This design comes from an exercise in tuning for small area on the open sky130 flow, not from production work. RTL that was checked went through simulation tests only; none was proved equivalent to the original. Power and IR drop assume default switching activity.

## FourBitCPU
module FourBitCPU(rst, clk, opcode, address, myinput, myoutput, HLT, s_flag, z_flag, c_flag);
==> module FourBitCPU, before the edit <==
module FourBitCPU(rst, clk, opcode, address, myinput, myoutput, HLT, s_flag, z_flag, c_flag);
input rst, clk;
input [3:0] opcode;
input [3:0] address;
input [7:0] myinput;
output reg [7:0] myoutput;
output reg HLT, s_flag, z_flag, c_flag;
reg [7:0] memE [0:7];
reg [7:0] memO [0:7];
reg [7:0] stk  [0:7];
reg [3:0] stackPoint;
reg [4:0] progCount;
wire pcDone = (progCount[2:0] == 3'b000);
wire run = !pcDone && !HLT;
wire [7:0] oSel = 8'd1 << address[3:1];
wire [7:0] eSel = address[0] ? {oSel[6:0], oSel[7]} : oSel;
wire [2:0] eIdx = address[3:1] + address[0];
wire [7:0] eVal = memE[eIdx];
wire [7:0] oVal = memO[address[3:1]];
wire       isXchg = (opcode == 4'd2);
wire [7:0] memA  = (address[0] ^ isXchg) ? oVal : eVal;
wire [7:0] mem0  = memE[0];
wire [7:0] spSel  = 8'd1 << stackPoint[2:0];
wire [7:0] stkTop = stk[stackPoint[2:0]];
wire       isSub = (opcode == 4'd1);
wire [7:0] addB  = myinput ^ {8{isSub}};
reg [8:0] cy;
reg [7:0] sum;
integer k;
always @*
begin
  cy[0] = isSub;
  for (k=0; k<8; k=k+1)
  begin
    sum[k] = memA[k] ^ addB[k] ^ cy[k];
    cy[k+1] = (memA[k] & addB[k]) | (cy[k] & (memA[k] ^ addB[k]));
  end
end
wire borrow = !cy[8];
reg [3:0] lut;    
always @*
  case (opcode)
    4'd3:  lut = 4'b1100;    
    4'd5:  lut = 4'b1010;    
    4'd7:  lut = 4'b1000;    
    4'd9:  lut = 4'b1110;    
    4'd10: lut = 4'b0110;    
    4'd14: lut = 4'b0011;    
    default: lut = 4'b1100;  
  endcase
reg [7:0] lres;
integer j;
always @*
  for (j=0; j<8; j=j+1)
    lres[j] = (opcode == 4'd3) ? mem0[j] : lut[{memA[j], myinput[j]}];
wire [7:0] wres = (opcode == 4'd12) ? stkTop : lres;
reg [7:0] res;
always @*
  case (opcode)
    4'd0:  res = sum;
    4'd4:  res = memA >> 1;
    4'd13: res = memA << 1;
    default: res = wres;
  endcase
wire resZero = (lres == 8'd0);
wire memZero = resZero;
wire isPush = (opcode == 4'd11);
wire isPop  = (opcode == 4'd12);
wire wrA    = (opcode == 4'd3) || (opcode == 4'd5) || (opcode == 4'd7) || (opcode == 4'd9) ||
              (opcode == 4'd10) || (opcode == 4'd12) || (opcode == 4'd14);
wire weE = run && (isXchg || (wrA && !address[0]));
wire weO = run && (isXchg || (wrA && address[0]));
wire [7:0] dE = isXchg ? oVal : wres;
wire [7:0] dO = isXchg ? eVal : wres;
wire [7:0] dE0 = dE & {8{!rst}};
wire [7:0] dE1 = dE | {8{rst}};
wire [7:0] dO0 = dO & {8{!rst}};
wire [7:0] dO1 = dO | {8{rst}};
wire stkWe = run && (isPush || isPop);
wire stkK  = rst || isPop;
wire [7:0] dS0 = memA & {8{!stkK}};
wire [7:0] dS1 = memA | {8{stkK}};
wire       dS3a = rst ? 1'b0 : isPop ? !stackPoint[3] : memA[3];
wire       dS3b = rst ? 1'b1 : isPop ? !stackPoint[3] : memA[3];
genvar g;
generate
  for (g=0; g<8; g=g+1)
  begin : bank
    wire enE = rst || (weE && eSel[g]);
    wire enO = rst || (weO && oSel[g]);
    wire [7:0] nE = {dE0[7:4], g[2] ? dE1[3] : dE0[3], g[1] ? dE1[2] : dE0[2],
                     g[0] ? dE1[1] : dE0[1], dE0[0]};
    wire [7:0] nO = {dO0[7:4], g[2] ? dO1[3] : dO0[3], g[1] ? dO1[2] : dO0[2],
                     g[0] ? dO1[1] : dO0[1], dO1[0]};
    wire enS = rst || (stkWe && (isPush ? spSel[(g+1)%8] : spSel[g]));
    wire [7:0] nS = {dS0[7:4], (g >= 6) ? dS3b : dS3a, g[2] ? dS1[2] : dS0[2],
                     g[1] ? dS1[1] : dS0[1], g[0] ? dS1[0] : dS0[0]};
    always @(posedge clk)
    begin
      if (enE) memE[g] <= nE;
      if (enO) memO[g] <= nO;
      if (enS) stk[g] <= nS;
    end
  end
endgenerate
always @(posedge clk)
begin
if (rst)
begin
  c_flag <= 0;
  z_flag <= 0;
  s_flag <= 0;
  myoutput <= 0;
  HLT <= 0;
  progCount <= 5'b00001;
  stackPoint <= 4'b1110;
end
else if (run)
begin
  progCount <= {progCount[3:0], progCount[4] ^ progCount[2]};
  if (opcode != 4'd15) myoutput <= res;
  case (opcode)
  4'd0: begin c_flag <= cy[8]; s_flag <= 1'b0; if (memZero) z_flag <= 1'b1; end
  4'd1: begin c_flag <= borrow; s_flag <= borrow; z_flag <= memZero; end
  4'd3, 4'd7: if (resZero) z_flag <= 1'b1;
  4'd5, 4'd6: z_flag <= resZero;
  4'd8: begin c_flag <= 1'b0; s_flag <= 1'b0; z_flag <= 1'b0; end
  4'd9, 4'd10: begin c_flag <= 1'b0; s_flag <= 1'b0; z_flag <= resZero; end
  4'd11: stackPoint <= stackPoint - 1'b1;
  4'd12: stackPoint <= stackPoint + 1'b1;
  4'd13: z_flag <= memZero;
  4'd15: HLT <= 1'b1;
  default: ;
  endcase
end
end
endmodule
Settings: LEC_CHECK=0, CAP_MARGIN=10, CORE_MARGIN=2, CORE_UTILIZATION=78, GPL_TIMING_DRIVEN=0, SLEW_MARGIN=10; clock period 8.0 ns.
standard.sh (not shown) runs the stock make flow with config.mk's settings and CLKGATE_MAP_FILE= SYNTH_SCRIPT=/design/flow/synth_recipe.tcl, a recipe that flattens the netlist after the stock synthesis.
==> flow/flow/run.sh <==
#!/bin/bash
# Own flow: the standard layout (standard.sh), with the synthesis script
# swapped for flow/synth.tcl (same as synth_recipe.tcl but a different ABC
# mapping script) and no separate adder mapping. Every tool's output goes to a log file in this folder.
set -euo pipefail
HERE=$(pwd)
export FLOW_ABC_SCRIPT=$HERE/flow/abc_map.script
# check that synth_recipe.tcl is the script we modified
diff <(grep -v '^proc synth' synth_recipe.tcl) <(grep -v '^#\|^proc\|^  \|^}' flow/synth.tcl) > synth_diff.log 2>&1 || true
# Also leave ADDER_MAP_FILE empty, so that ORFS skips its extract_fa/adder
# mapping step and ABC maps the adder logic with everything else.
sed "s#SYNTH_SCRIPT=[^ ]*#SYNTH_SCRIPT=$HERE/flow/synth.tcl ADDER_MAP_FILE=#" standard.sh > my_standard.sh
if [[ -f flow/cts_args ]]; then export CTS_ARGS="$(cat flow/cts_args)"; fi
if [[ -f flow/buffer_ports_args ]]; then export BUFFER_PORTS_ARGS="$(cat flow/buffer_ports_args)"; fi
bash my_standard.sh > flow_run.log 2>&1
==> flow/flow/abc_map.script <==
strash
dch -f
amap
mfs -a
strash
dch -f
amap
topo
==> flow/flow/buffer_ports_args <==
-buffer_cell sky130_fd_sc_hd__buf_1
==> flow/flow/cts_args <==
-sink_clustering_enable -repair_clock_nets -dont_use_dummy_load -buf_list {sky130_fd_sc_hd__clkbuf_4} -sink_clustering_size 10 -sink_clustering_max_diameter 40
==> flow/flow/synth.tcl <==
# The standard flow's synthesis script (synth_recipe.tcl) with one change: the combinational
# logic is mapped by ABC with flow/abc_map.script (area-oriented amap and mfs) instead of
# ORFS's abc_speed/abc_area script. Registers are untouched by ABC.
proc synth {args} { yosys synth -nofsm -noshare {*}$args }
proc abc {args} {
  set i [lsearch -exact $args -script]
  if {$i >= 0} { lset args [expr {$i + 1}] $::env(FLOW_ABC_SCRIPT) }
  yosys abc {*}$args
}
source $::env(SCRIPTS_DIR)/synth.tcl
# left out here: clear keep_hierarchy, flatten, clean up, hide names made inside functions, write 1_2_yosys.v
The starting point finished clean.
Then changed:
--- a/flow/design.v
+++ b/flow/design.v
@@ -70,6 +70,6 @@
 wire wrA    = (opcode == 4'd3) || (opcode == 4'd5) || (opcode == 4'd7) || (opcode == 4'd9) ||
               (opcode == 4'd10) || (opcode == 4'd12) || (opcode == 4'd14);
-wire weE = run && (isXchg || (wrA && !address[0]));
-wire weO = run && (isXchg || (wrA && address[0]));
+wire weE = isXchg || (wrA && !address[0]);
+wire weO = isXchg || (wrA && address[0]);
 wire [7:0] dE = isXchg ? oVal : wres;
 wire [7:0] dO = isXchg ? eVal : wres;
Worst hold slack degrades by 0.016 ns; cell area barely changes; utilization is about the same; non-clock buffer count climbs by 1; final cell count stays flat; die area stays flat; sequential share of layout area stays flat; via count climbs slightly; worst setup slack degrades by 0.36 ns; synthesized area is about the same; clock power drops by a few percent; clock-buffer cell count drops by 1.
For the second run of this note, only the layout was checked, not whether the RTL still works.

## oak
The RTL this note starts from:
==> flow/design.v <==
`timescale 1ns / 1ps
module FourBitCPU(rst, clk, opcode, address, myinput, myoutput, HLT, s_flag, z_flag, c_flag);
input rst, clk;
input [3:0] opcode;
input [3:0] address;
input [7:0] myinput;
output reg [7:0] myoutput;
output reg HLT, s_flag, z_flag, c_flag;
reg [7:0] memE [0:7];
reg [7:0] memO [0:7];
reg [7:0] stk  [0:7];
reg [3:0] stackPoint;
reg [4:0] progCount;
wire pcDone = (progCount[2:0] == 3'b000);
wire run = !pcDone && !HLT;
wire [7:0] oSel = 8'd1 << address[3:1];
wire [7:0] eSel = address[0] ? {oSel[6:0], oSel[7]} : oSel;
wire [2:0] eIdx = address[3:1] + address[0];
wire [7:0] eVal = memE[eIdx];
wire [7:0] oVal = memO[address[3:1]];
wire [7:0] memA  = address[0] ? oVal : eVal;
wire [7:0] memA1 = address[0] ? eVal : oVal;
wire [7:0] mem0  = memE[0];
wire [7:0] spSel  = 8'd1 << stackPoint[2:0];
wire [7:0] stkTop = stk[stackPoint[2:0]];
wire       isSub = (opcode == 4'd1);
wire [7:0] addB  = myinput ^ {8{isSub}};
reg [8:0] cy;
reg [7:0] sum;
integer k;
always @*
begin
  cy[0] = isSub;
  for (k=0; k<8; k=k+1)
  begin
    sum[k] = memA[k] ^ addB[k] ^ cy[k];
    cy[k+1] = (memA[k] & addB[k]) | (cy[k] & (memA[k] ^ addB[k]));
  end
end
wire borrow = !cy[8];
reg [3:0] lut;    
always @*
  case (opcode)
    4'd3:  lut = 4'b1100;    
    4'd5:  lut = 4'b1010;    
    4'd7:  lut = 4'b1000;    
    4'd9:  lut = 4'b1110;    
    4'd10: lut = 4'b0110;    
    4'd14: lut = 4'b0011;    
    default: lut = 4'b1100;  
  endcase
reg [7:0] lres;
integer j;
always @*
  for (j=0; j<8; j=j+1)
    lres[j] = (opcode == 4'd3) ? mem0[j] : lut[{memA[j], myinput[j]}];
reg [7:0] res;
always @*
  case (opcode)
    4'd0:  res = sum;
    4'd2:  res = memA1;
    4'd4:  res = memA >> 1;
    4'd12: res = stkTop;
    4'd13: res = memA << 1;
    default: res = lres;
  endcase
wire resZero = (lres == 8'd0);
wire memZero = (memA == 8'd0);
wire isXchg = (opcode == 4'd2);
wire isPush = (opcode == 4'd11);
wire isPop  = (opcode == 4'd12);
wire wrA    = (opcode == 4'd3) || (opcode == 4'd5) || (opcode == 4'd7) || (opcode == 4'd9) ||
              (opcode == 4'd10) || (opcode == 4'd12) || (opcode == 4'd14);
wire weE = run && (isXchg || (wrA && !address[0]));
wire weO = run && (isXchg || (wrA && address[0]));
wire [7:0] dE = isXchg ? oVal : res;
wire [7:0] dO = isXchg ? eVal : res;
wire [7:0] dE0 = dE & {8{!rst}};
wire [7:0] dE1 = dE | {8{rst}};
wire [7:0] dO0 = dO & {8{!rst}};
wire [7:0] dO1 = dO | {8{rst}};
wire stkWe = run && (isPush || isPop);
wire stkK  = rst || isPop;
wire [7:0] dS0 = memA & {8{!stkK}};
wire [7:0] dS1 = memA | {8{stkK}};
wire       dS3a = rst ? 1'b0 : isPop ? !stackPoint[3] : memA[3];
wire       dS3b = rst ? 1'b1 : isPop ? !stackPoint[3] : memA[3];
genvar g;
generate
  for (g=0; g<8; g=g+1)
  begin : bank
    wire enE = rst || (weE && eSel[g]);
    wire enO = rst || (weO && oSel[g]);
    wire [7:0] nE = {dE0[7:4], g[2] ? dE1[3] : dE0[3], g[1] ? dE1[2] : dE0[2],
                     g[0] ? dE1[1] : dE0[1], dE0[0]};
    wire [7:0] nO = {dO0[7:4], g[2] ? dO1[3] : dO0[3], g[1] ? dO1[2] : dO0[2],
                     g[0] ? dO1[1] : dO0[1], dO1[0]};
    wire enS = rst || (stkWe && (isPush ? spSel[(g+1)%8] : spSel[g]));
    wire [7:0] nS = {dS0[7:4], (g >= 6) ? dS3b : dS3a, g[2] ? dS1[2] : dS0[2],
                     g[1] ? dS1[1] : dS0[1], g[0] ? dS1[0] : dS0[0]};
    always @(posedge clk)
    begin
      if (enE) memE[g] <= nE;
      if (enO) memO[g] <= nO;
      if (enS) stk[g] <= nS;
    end
  end
endgenerate
always @(posedge clk)
begin
if (rst)
begin
  c_flag <= 0;
  z_flag <= 0;
  s_flag <= 0;
  myoutput <= 0;
  HLT <= 0;
  progCount <= 5'b00001;
  stackPoint <= 4'b1110;
end
else if (run)
begin
  progCount <= {progCount[3:0], progCount[4] ^ progCount[2]};
  if (opcode != 4'd15) myoutput <= res;
  case (opcode)
  4'd0: begin c_flag <= cy[8]; s_flag <= 1'b0; if (memZero) z_flag <= 1'b1; end
  4'd1: begin c_flag <= borrow; s_flag <= borrow; z_flag <= memZero; end
  4'd3, 4'd7: if (resZero) z_flag <= 1'b1;
  4'd5, 4'd6: z_flag <= resZero;
  4'd8: begin c_flag <= 1'b0; s_flag <= 1'b0; z_flag <= 1'b0; end
  4'd9, 4'd10: begin c_flag <= 1'b0; s_flag <= 1'b0; z_flag <= resZero; end
  4'd11: stackPoint <= stackPoint - 1'b1;
  4'd12: stackPoint <= stackPoint + 1'b1;
  4'd13: z_flag <= memZero;
  4'd15: HLT <= 1'b1;
  default: ;
  endcase
end
end
endmodule
Settings: LEC_CHECK=0, CAP_MARGIN=20, CORE_MARGIN=2, CORE_UTILIZATION=60, GPL_TIMING_DRIVEN=0, SLEW_MARGIN=20; clock period 8.0 ns.
==> flow/flow/run.sh <==
#!/bin/bash
# Own flow: the standard layout (standard.sh), with the synthesis script
# swapped for flow/synth.tcl (same as synth_recipe.tcl but a different ABC
# mapping script). Every tool's output goes to a log file in this folder.
set -euo pipefail
HERE=$(pwd)
export FLOW_ABC_SCRIPT=$HERE/flow/abc_map.script
# check that synth_recipe.tcl is the script we modified
diff <(grep -v '^proc synth' synth_recipe.tcl) <(grep -v '^#\|^proc\|^  \|^}' flow/synth.tcl) > synth_diff.log 2>&1 || true
sed "s#SYNTH_SCRIPT=[^ ]*#SYNTH_SCRIPT=$HERE/flow/synth.tcl#" standard.sh > my_standard.sh
if [[ -f flow/cts_args ]]; then export CTS_ARGS="$(cat flow/cts_args)"; fi
if [[ -f flow/buffer_ports_args ]]; then export BUFFER_PORTS_ARGS="$(cat flow/buffer_ports_args)"; fi
bash my_standard.sh > flow_run.log 2>&1
==> flow/flow/cts_args <==
-sink_clustering_enable -repair_clock_nets -dont_use_dummy_load -buf_list {sky130_fd_sc_hd__clkbuf_8} -sink_clustering_size 16 -sink_clustering_max_diameter 80
Scripts as last shown in full above: flow/flow/abc_map.script, flow/flow/buffer_ports_args, flow/flow/synth.tcl
What pine does differently from oak at the input level:
--- a/flow/design.v
+++ b/flow/design.v
@@ -10,10 +10,9 @@
 reg [7:0] memO [0:7];
 reg [7:0] stk  [0:7];
 reg [3:0] stackPoint;
 reg [4:0] progCount;
-wire pcDone = (progCount[2:0] == 3'b000);
-wire run = !pcDone && !HLT;
+wire run = !progCount[4] && !HLT;
 wire [7:0] oSel = 8'd1 << address[3:1];
 wire [7:0] eSel = address[0] ? {oSel[6:0], oSel[7]} : oSel;
 wire [2:0] eIdx = address[3:1] + address[0];
 wire [7:0] eVal = memE[eIdx];
@@ -37,32 +36,27 @@
     cy[k+1] = (memA[k] & addB[k]) | (cy[k] & (memA[k] ^ addB[k]));
   end
 end
 wire borrow = !cy[8];
-reg [3:0] lut;    
+reg [7:0] lres;
 always @*
   case (opcode)
-    4'd3:  lut = 4'b1100;    
-    4'd5:  lut = 4'b1010;    
-    4'd7:  lut = 4'b1000;    
-    4'd9:  lut = 4'b1110;    
-    4'd10: lut = 4'b0110;    
-    4'd14: lut = 4'b0011;    
-    default: lut = 4'b1100;  
+    4'd3:  lres = mem0;
+    4'd5:  lres = myinput;
+    4'd7:  lres = memA & myinput;
+    4'd9:  lres = memA | myinput;
+    4'd10: lres = memA ^ myinput;
+    default: lres = memA;
   endcase
-reg [7:0] lres;
-integer j;
-always @*
-  for (j=0; j<8; j=j+1)
-    lres[j] = (opcode == 4'd3) ? mem0[j] : lut[{memA[j], myinput[j]}];
 reg [7:0] res;
 always @*
   case (opcode)
     4'd0:  res = sum;
     4'd2:  res = memA1;
     4'd4:  res = memA >> 1;
     4'd12: res = stkTop;
     4'd13: res = memA << 1;
+    4'd14: res = ~memA;
     default: res = lres;
   endcase
 wire resZero = (lres == 8'd0);
 wire memZero = (memA == 8'd0);
@@ -114,14 +108,14 @@
   z_flag <= 0;
   s_flag <= 0;
   myoutput <= 0;
   HLT <= 0;
-  progCount <= 5'b00001;
+  progCount <= 0;
   stackPoint <= 4'b1110;
 end
 else if (run)
 begin
-  progCount <= {progCount[3:0], progCount[4] ^ progCount[2]};
+  progCount <= progCount + 1'b1;
   if (opcode != 4'd15) myoutput <= res;
   case (opcode)
   4'd0: begin c_flag <= cy[8]; s_flag <= 1'b0; if (memZero) z_flag <= 1'b1; end
   4'd1: begin c_flag <= borrow; s_flag <= borrow; z_flag <= memZero; end
Findings:
Compared with oak, in pine setup slack saw an increase, placer congestion estimate saw a decrease, power after layout saw an increase. [compare] base=oak new=pine: total routing usage reported by global routing picked up an extra 0.33 points, fraction of the cycle the final worst path needs lost 0.65 points, clock skew lost 0.0068 ns.

[static timing again, ports no longer ideal]
The flow's constraints put no driver on any port. The routed layouts listed below were extracted and timed again, unchanged, in two steps.
Step 1 assumes that a clkbuf_16 drives the clock port and a buf_2 every other input.
Step 2 moves the port delays by t, midway between the first and last clock arrival at a register: inputs arrive t later, outputs are due t later. That takes back most of the time a late clock gives input paths.
Slacks: ideal / step 1 / step 2; pairs: ideal / step 1.
| run | t, ns | setup WS [ns] | worst hold slack (ns) | worst setup path at the end | clock arrival spread, ns |
|---|---|---|---|---|---|
| the first run of note 1 | 0.658 | 1.013 / 1.028 / 0.370 | 0.481 / 0.481 / 0.481 | input to register | 0.087 / 0.087 |
| the second run of note 1 | 0.651 | 0.657 / 0.673 / 0.021 | 0.465 / 0.465 / 0.465 | input to register | 0.074 / 0.075 |
| oak | 0.534 | 0.228 / 0.231 / -0.303 | 0.472 / 0.472 / 0.472 | input to register | 0.046 / 0.045 |
| pine | 0.528 | 0.280 / 0.252 / -0.276 | 0.498 / 0.498 / 0.498 | input to register | 0.037 / 0.038 |
With both steps, setup timing fails in oak and pine, where it was met with ideal ports. The setup slack of the first run of note 1, which loses most, moves by +0.015 ns with the drivers and by -0.643 ns with both steps.
